Context: an optimization exercise on an open-source flow, tuned for small area. The choices shown serve that exercise and are no tape-out recipe. Only simulation tests tie the RTL to the original design; equivalence was not proved. No activity file was given, so power comes from the tool's default toggle rates.

`design/flow/config.mk`:
```
export PLATFORM = sky130hd
export DESIGN_NAME = cic_i2s_mic_120M_3M_11718
export DESIGN_NICKNAME = cic_i2s_mic_120M_3M_11718
export VERILOG_FILES = /design/flow/design.v
export SDC_FILE = /design/flow/constraint.sdc
export NUM_CORES = 4
export LEC_CHECK = 0
export CAP_MARGIN = 20
export CORE_MARGIN = 2
export CORE_UTILIZATION = 40
export SLEW_MARGIN = 20
```
`design/flow/constraint.sdc`:
```
create_clock -name core_clock -period 8.0 [get_ports {clk}]
set_input_delay 1.6000 -clock core_clock [delete_from_list [all_inputs] [get_ports {clk}]]
set_output_delay 1.6000 -clock core_clock [all_outputs]
set_load 0.01 [all_outputs]
```
`design/flow/design.v`:
```
`timescale 1ns / 1ps
module cic_i2s_mic_120M_3M_11718( input wire clk, output wire o_mic_clk, output wire o_mic_ws, input wire i_mic_data,
                                output wire[17:0] o_data0, output wire[17:0] o_data1, output wire o_vld, input RST );
    reg signed [23:0] mic_shift;
    reg signed [33:0] data0I1, data0D0, data0B1;
    reg signed [33:0] data0I2, data0D1, data0B2;
    reg signed [33:0] data0I3, data0D2, data0B3;
    reg [5:0] mic_count;
    reg mic_clk;
    reg [5:0] bit_count;
    reg mic_ws;
    reg [2:0] data_count;
    reg vld;
    assign o_mic_clk = mic_clk;
    assign o_mic_ws = mic_ws;
    assign o_data1 = (18'b0);
    always@(posedge clk) begin  
        if( RST ) begin
            mic_count <= 0; mic_clk <= 0; bit_count <= 0; mic_ws <= 0; data_count <= 0; vld <= 0;
        end else if( mic_count != 6'd19 ) begin  
            mic_count <= mic_count+1;
            vld <= 0;  
        end else begin
            mic_count <= 0;
            mic_clk <= !mic_clk;  
            if( mic_clk == 1 ) begin
                if( bit_count != 6'd31 ) begin
                    bit_count <= bit_count+1;
                end else begin
                    bit_count <= 0;
                    mic_ws <= !mic_ws;  
                    if ( mic_ws == 1 ) begin
                        if( data_count != 3'h3 ) begin  
                            data_count <= data_count+1;
                        end else begin
                            data_count <= 0;
                            vld <= 1;  
                        end
                    end
                end
            end
        end
    end
    always@(posedge clk) begin 
        if( RST ) begin
            mic_shift <= 0;
            data0I1 <= 0; data0I2 <= 0; data0I3 <= 0;
            data0B1 <= 0; data0B2 <= 0; data0B3 <= 0;
            data0D0 <= 0; data0D1 <= 0; data0D2 <= 0;
        end else if ( mic_count == 6'd19 && mic_clk == 1'd1 ) begin  
            if ( mic_ws == 0 ) begin
                if( 7'd1 == bit_count ) begin
                    mic_shift <= 0;
                end else if( 7'd2 <= bit_count && bit_count < 7'd26 ) begin
                    mic_shift <= (mic_shift << 1) | i_mic_data;
                end else if ( bit_count == 7'd26 ) begin
                    data0I1 <= data0I1 + mic_shift;
                    data0I2 <= data0I2 + data0I1;
                    data0I3 <= data0I3 + data0I2;
                end else if ( bit_count == 7'd27 && data_count == 3'd3 ) begin
                    data0B3 <= data0I3; data0D2 <= data0I3 - data0B3;
                    data0B2 <= data0D2; data0D1 <= data0D2 - data0B2;
                    data0B1 <= data0D1; data0D0 <= data0D1 - data0B1;
                end
            end
        end
    end
    wire signed [31:0] o_low_cut;
    wire o_low_cut_vld;
    low_cut lc( .CLK(clk), .i_vld( vld ), .i_data( data0D0>>>8 ), .o_vld( o_low_cut_vld ), .o_data( o_low_cut ), .RST(RST) );
    wire o_agc_vld;
    wire [5:0] o_range_over;
    wire [17:0] o_agc_data;
    simple_AGC agc( .CLK(clk), .i_vld(o_low_cut_vld), .i_data(o_low_cut), .o_vld(o_agc_vld), .o_data(o_agc_data), 
        .o_range_over(o_range_over), .RST(RST) );
    assign o_data0 = $signed(o_agc_data);
    assign o_vld = o_agc_vld;
endmodule
module low_cut( input CLK, input i_vld, input [31:0] i_data, output o_vld, output [31:0] o_data, input RST );    
    reg signed [39:0] avr;
    reg signed [31:0] o_reg;
    always@(posedge CLK) if( RST ) o_reg <= 0; else if( i_vld ) o_reg <= $signed($signed(i_data)-$signed(avr[39:8]));
    reg vld1;
    always@(posedge CLK) if( RST ) vld1 <= 0; else vld1 <= i_vld;
    always@(posedge CLK) if( RST ) avr <= 0; else if( vld1 ) avr <= $signed(avr) + $signed(o_reg);
    assign o_data = o_reg;
    assign o_vld = vld1;
endmodule
module simple_AGC( input CLK, input i_vld, input signed [33:0] i_data,
                    output o_vld, output signed [17:0] o_data, output [5:0] o_range_over, input RST );
    localparam in_b = 34;
    localparam out_b = 18;
    localparam d0_b = out_b + 15 + 1;  
    localparam omit_b = 0;  
    localparam d1_b = out_b + 7 + 1;
    localparam d2_b = out_b + 3 + 1;
    localparam d3_b = out_b + 1 + 1;
    localparam d4_b = out_b + 0 + 1;
    reg vld0, vld1, vld2, vld3, vld4;
    reg [d4_b-1:0] d4;
    wire range_over = (d4[d4_b-1] != d4[d4_b-2]);
    reg [12:0] g_counter;
    always@(posedge CLK) if(RST) g_counter <= 12'd0; else if(vld4) g_counter <= range_over ? 12'd0 : g_counter+12'd1;
    reg [3:0] shift;
    always@(posedge CLK) if(RST) begin
        shift <= 4'h0;
    end else if(vld4) begin
        shift <= (range_over ? ( shift == 4'hf ? 4'hf : shift+4'h1 ):
                    ((g_counter == 12'hfff) ? (shift==4'h0 ? 4'h0 :shift-4'h1 ) : shift));
    end
    reg signed [d0_b-1:0] d0;
    always@(posedge CLK) if(RST) d0 <= 0; else if(i_vld) d0 <= i_data[in_b-1] ?
                {i_data[in_b-1],&i_data[in_b-2:d0_b-2+omit_b],i_data[d0_b-3+omit_b:omit_b]}:
                {i_data[in_b-1],|i_data[in_b-2:d0_b-2+omit_b],i_data[d0_b-3+omit_b:omit_b]};
    always@(posedge CLK) if(RST) vld0 <= 0; else vld0 <= i_vld;
    wire [d1_b-1:0] d1n = shift[3] ? { d0[d0_b-1], &d0[d0_b-2:d1_b-2+8], d0[d1_b-2-1+8:8]}:
                                     { d0[d0_b-1], &d0[d0_b-2:d1_b-2+0], d0[d1_b-2-1+0:0]};
    wire [d1_b-1:0] d1p = shift[3] ? { d0[d0_b-1], |d0[d0_b-2:d1_b-2+8], d0[d1_b-2-1+8:8]}:
                                     { d0[d0_b-1], |d0[d0_b-2:d1_b-2+0], d0[d1_b-2-1+0:0]};
    reg [d1_b-1:0] d1;
    always@(posedge CLK) if(RST) d1 <= 0; else if(vld0) d1 <= d0[d0_b-1] ? d1n : d1p;
    always@(posedge CLK) if(RST) vld1 <= 0; else vld1 <= vld0;
    wire [d2_b-1:0] d2n = shift[2] ? { d1[d1_b-1], &d1[d1_b-2:d2_b-2+4], d1[d2_b-2-1+4:4]}:
                                     { d1[d1_b-1], &d1[d1_b-2:d2_b-2+0], d1[d2_b-2-1+0:0]};
    wire [d2_b-1:0] d2p = shift[2] ? { d1[d1_b-1], |d1[d1_b-2:d2_b-2+4], d1[d2_b-2-1+4:4]}:
                                     { d1[d1_b-1], |d1[d1_b-2:d2_b-2+0], d1[d2_b-2-1+0:0]};
    reg [d2_b-1:0] d2;
    always@(posedge CLK) if(RST) d2 <= 0; else if(vld1) d2 <= d1[d1_b-1] ? d2n : d2p;
    always@(posedge CLK) if(RST) vld2 <= 0; else vld2 <= vld1;
    wire [d3_b-1:0] d3n = shift[1] ? { d2[d2_b-1], &d2[d2_b-2:d3_b-2+2], d2[d3_b-2-1+2:2]}:
                                     { d2[d2_b-1], &d2[d2_b-2:d3_b-2+0], d2[d3_b-2-1+0:0]};
    wire [d3_b-1:0] d3p = shift[1] ? { d2[d2_b-1], |d2[d2_b-2:d3_b-2+2], d2[d3_b-2-1+2:2]}:
                                     { d2[d2_b-1], |d2[d2_b-2:d3_b-2+0], d2[d3_b-2-1+0:0]};
    reg [d3_b-1:0] d3;
    always@(posedge CLK) if(RST) d3 <= 0; else if(vld2) d3 <= d2[d2_b-1] ? d3n : d3p;
    always@(posedge CLK) if(RST) vld3 <= 0; else vld3 <= vld2;
    wire [d4_b-1:0] d4n = shift[0] ? { d3[d3_b-1], &d3[d3_b-2:d4_b-2+1], d3[d4_b-2-1+1:1]}:
                                     { d3[d3_b-1], &d3[d3_b-2:d4_b-2+0], d3[d4_b-2-1+0:0]};
    wire [d4_b-1:0] d4p = shift[0] ? { d3[d3_b-1], |d3[d3_b-2:d4_b-2+1], d3[d4_b-2-1+1:1]}:
                                     { d3[d3_b-1], |d3[d3_b-2:d4_b-2+0], d3[d4_b-2-1+0:0]};
    always@(posedge CLK) if(RST) d4 <= 0; else if(vld3) d4 <= d3[d3_b-1] ? d4n : d4p;
    always@(posedge CLK) if(RST) vld4 <= 0; else vld4 <= vld3;
    assign o_data = {d4[d4_b-1], d4[d4_b-3:0]};
    assign o_vld = vld4;
    assign o_range_over = { ~range_over, 1'h1, (~shift) };  
endmodule
```
`design/flow/run.sh`:
```
#!/bin/bash
# synth_recipe.tcl (not shown) runs the flow's synth.tcl, then flattens the netlist and writes it again
# the make line also repeats each setting of config.mk as NAME=value (left out here)
make -C /OpenROAD-flow-scripts/flow DESIGN_CONFIG=/design/flow/config.mk WORK_HOME=/design/flow/orfs CLKGATE_MAP_FILE= SYNTH_SCRIPT=/design/flow/synth_recipe.tcl finish
```
==> results.toml <==
[detailed_routing]
drc = 0
drt_first_pass_iters = 5
wl_per_cell_um = 13.9
vias_per_cell = 5.17
drtAntennaViolNets = 0
initialDrtViolationCount = 1236
drt_wl_total_um = 72400
vias = 26862

[cells_and_area]
fillers = 8213
seq_area_um2 = 11100
fin_nets = 4365
areaGrowthSynthToFinish_pct = 9.08
final_cell_mix = "nand2_1, dfxtp_1, a21oi_1, nor2_1, ha_1"
drive_gt1_share_pct = 3.95
largest_reg_flops = 40
mostFrequentLayoutCell = "nand2_1"
multiInputGateArea_um2 = 20400
fin_area_um2 = 36200
antenna_cells = 0
largest-register = "lc.avr"

[sta]
fmax_mhz = 255
fin_crit_ns = 3.92
fin_worst_skew_ns = 0.00962
grt_setup_unrepaired = "no"
slew_viol_final = 0
worstMarginPinSlew_ns = 0.923
final-hold-violation-count = 0
fin_setup_tns_ns = 0
setup_violations = 0
fin_crit_sh_pct = 49.0
slew_headroom_pct = 38.5

[cts]
cts_hold_buf = 0
cts_resized = 0
path_clk_slew_ns = 0.06
post_cts_buffers = 0
htree_levels = 2
clk_path_buf_depth = 3
cts_tree = "yes"
cts_made_buffers = 61
worstSkewPairLatency_ns = 0.62
cts_root_buffer = "clkbuf_16"
cts_sinks = 554

[critical_path]
worstSetupEndpointType = "flop"
crit_type = "flop to flop"
cp-start-kind = "flop"
crit_required_ns = 8.54
slowest_delay_ns = 0.41
arrival_ns = 4.45
cp_cell_sequence = "inv_1 > ha_1 > inv_1 > fa_1 > a21o_1 > a21oi_1 > o21ai_1 > a21oi_1 > nor2b_1 > a311o_1 > a31oi_1 > o31ai_1 > a21o_1 > nand3_1 > a32oi_1 > xnor2_1 > a211oi_1"
worst-path-max-fanout = 4
crit_slowest_cell = "fa_1"
crit_buf_inv = 2
path_delay_family = "compound AO/OA/AOI/OAI gates"

[synthesis]
ys.flop_type = "dfxtp_1"
synth.distinct_cells = 80
async_reset_ff_share_pct = 0
synth_edf_count = 0
synth_area_leaders = "dfxtp_1, ha_1, a21oi_1, nand2_1, mux2i_1"
syn_avg_cell_area_um2 = 7.93
synth-seq-area-share_pct = 33.4
netlist_instances = 4187
synth_top_area_share_pct = 33.4
synth_area_um2 = 33200
yosys_warnings = 5
ys_ff_latch = 554
synth_top_area_cell = "dfxtp_1"

[floorplan]
die_area_um2 = 85400
fp.dieW_um = 292
initial_utilization_pct = 40.5
fp.dieH_um = 292
row_count = 105
ios = 42
core_area_um2 = 82100

[placed_design]
place_area_um2 = 34100
gp_congestion = 0.852
port-buffer-count = 23
hpwlAfterDp_um = 50600

[global_route]
grt_usage_pct = 16.5
grt_max_degree = 175
grt.busiest_layer = "met2"
grtUsageMet1_pct = 22.2
grt_pass1_vias = 25267
antenna_found_initial = 0
grt_pass1_wl_um = 122000
gr-usage-met2_pct = 28.1
overflow = 0
use_met3_pct = 1.93

[pwr]
ir_worst_vdd_mv = 0.147
p_leak_nw = 13.9
powerDensity_nw_per_um2 = 161

[run_status]
outcome = "finished clean"

[worst_hold_path]
hp-class = "flop to flop"

[run]
max_cap_viol_count = 0
-- worst reg2reg max path, stage by stage (launching register included) --
cell and delay [ns]:
dfxtp_1 0.34, inv_1 0.07, ha_1 0.16, inv_1 0.06, fa_1 0.41, a21o_1 0.20
a21oi_1 0.29, o21ai_1 0.18, a21oi_1 0.28, nor2b_1 0.15, a311o_1 0.40, a31oi_1 0.34
o31ai_1 0.15, a21o_1 0.21, nand3_1 0.11, a32oi_1 0.12, xnor2_1 0.14, a211oi_1 0.21
-- path summary, 6_finish.rpt --
path,endpoint,slack [ns],from,depth (start not counted)
worst max-delay path,data0D2[32],4.08,data0I3[0],17
worst min-delay path,mic_count[0],0.45,mic_count[0],1
worst max register to register,data0D2[32],4.08,data0I3[0],17
worst min register to register,mic_count[0],0.45,mic_count[0],1
-- synth_stat cells (all sizes together), types with 9 or more instances --
cell type	number
xnor2	157
ha	275
a21oi	521
o21bai	30
a31oi	35
nand3b	9
nand4	34
a21o	140
o21a	29
nand2	652
nor2	368
nand3	87
or3	18
and2	9
and3	33
nor3	27
o31ai	10
a211oi	133
inv	202
xor2	90
o211ai	10
a221o	9
o21ai	152
nand2b	42
a221oi	9
mux2i	156
dfxtp	554
buf	64
nor2b	41
a211o	9
clkbuf	170
-- per-layer routing --
layer | wire (µm) | vias up | share of wire [%]
met5 | 0 | - | 0
met2 | 33200 | 247 | 46
met4 | 1430 | 0 | 2.0
li1 | - | 14367 | -
met1 | 35800 | 12143 | 50
met3 | 1960 | 105 | 2.7
-- area by class of cell --
type,count,area share (%)
well taps,1070,3.69
multi-input cells,3213,56.4
clock buffers,85,4.82
clock inverters,26,1.11
inverters,203,2.10
repair buffers,47,1.25
flip-flops and latches,554,30.6
-- metrics by stage --
stage	setup WS (ns)	instances	total power (W)	utilization (%)	hold WS, ns
4_1_cts	4.06	5197	0.00590	44.1	0.452
6_report	4.08	5198	0.00582	44.1	0.446
2_1_floorplan	4.62	4204	0.00287	-	0.418
3_5_place_dp	4.08	5086	0.00288	41.5	0.439
5_1_grt	3.82	5198	0.00601	44.1	0.460
3_3_place_gp	3.95	5085	0.00288	41.5	0.434
-- kinds of logic (layout without fill, tap and decap cells) --
kind of cell	Yosys count	in the layout	synth area share (%)
AOI/OAI and AO/OA	1165	1165	21.9
xor gates and xnor gates	247	247	6.51
adders and majority gates	282	282	10.8
buffers and inverters	437	361	5.36
DFF	554	554	33.4
muxes	156	156	4.70
other	1	18	0.0113
and+or+nand+nor	1345	1345	17.4
-- where the power goes --
group,switching (W),internal (W)
Clock,0.00119,0.00181
Combinational,0.0000516,0.00000615
Sequential,0.000000946,0.00276

==> afterwards: timing with drivers on the ports <==
The results above use ideal ports. As a check the final layout listed here was re-extracted and re-timed, cells and wires unchanged.
Step 1 (the two cells are an assumption about what drives the block):
set clk [get_ports {clk}]
set_driving_cell -lib_cell sky130_fd_sc_hd__clkbuf_16 $clk
set_driving_cell -lib_cell sky130_fd_sc_hd__buf_2 [delete_from_list [all_inputs] $clk]
Step 2 times the ports against the registers' clock, not the clock port: input delays grow and output delays shrink by t, the midpoint of the rising clock arrivals with the driver on.
Three values: no drivers, after step 1, after step 2; two values: the first two.
t, ns: 0.682
setup slack, ns: 4.083 / 4.083 / 4.083
hold WS [ns]: 0.446 / 0.446 / 0.446
slew at the worst register clock pin (ns): 0.06 / 0.06
After both steps setup and hold are still met in this run. The setup slack of this run moves by 0.000 ns with the drivers and by 0.000 ns with both steps.
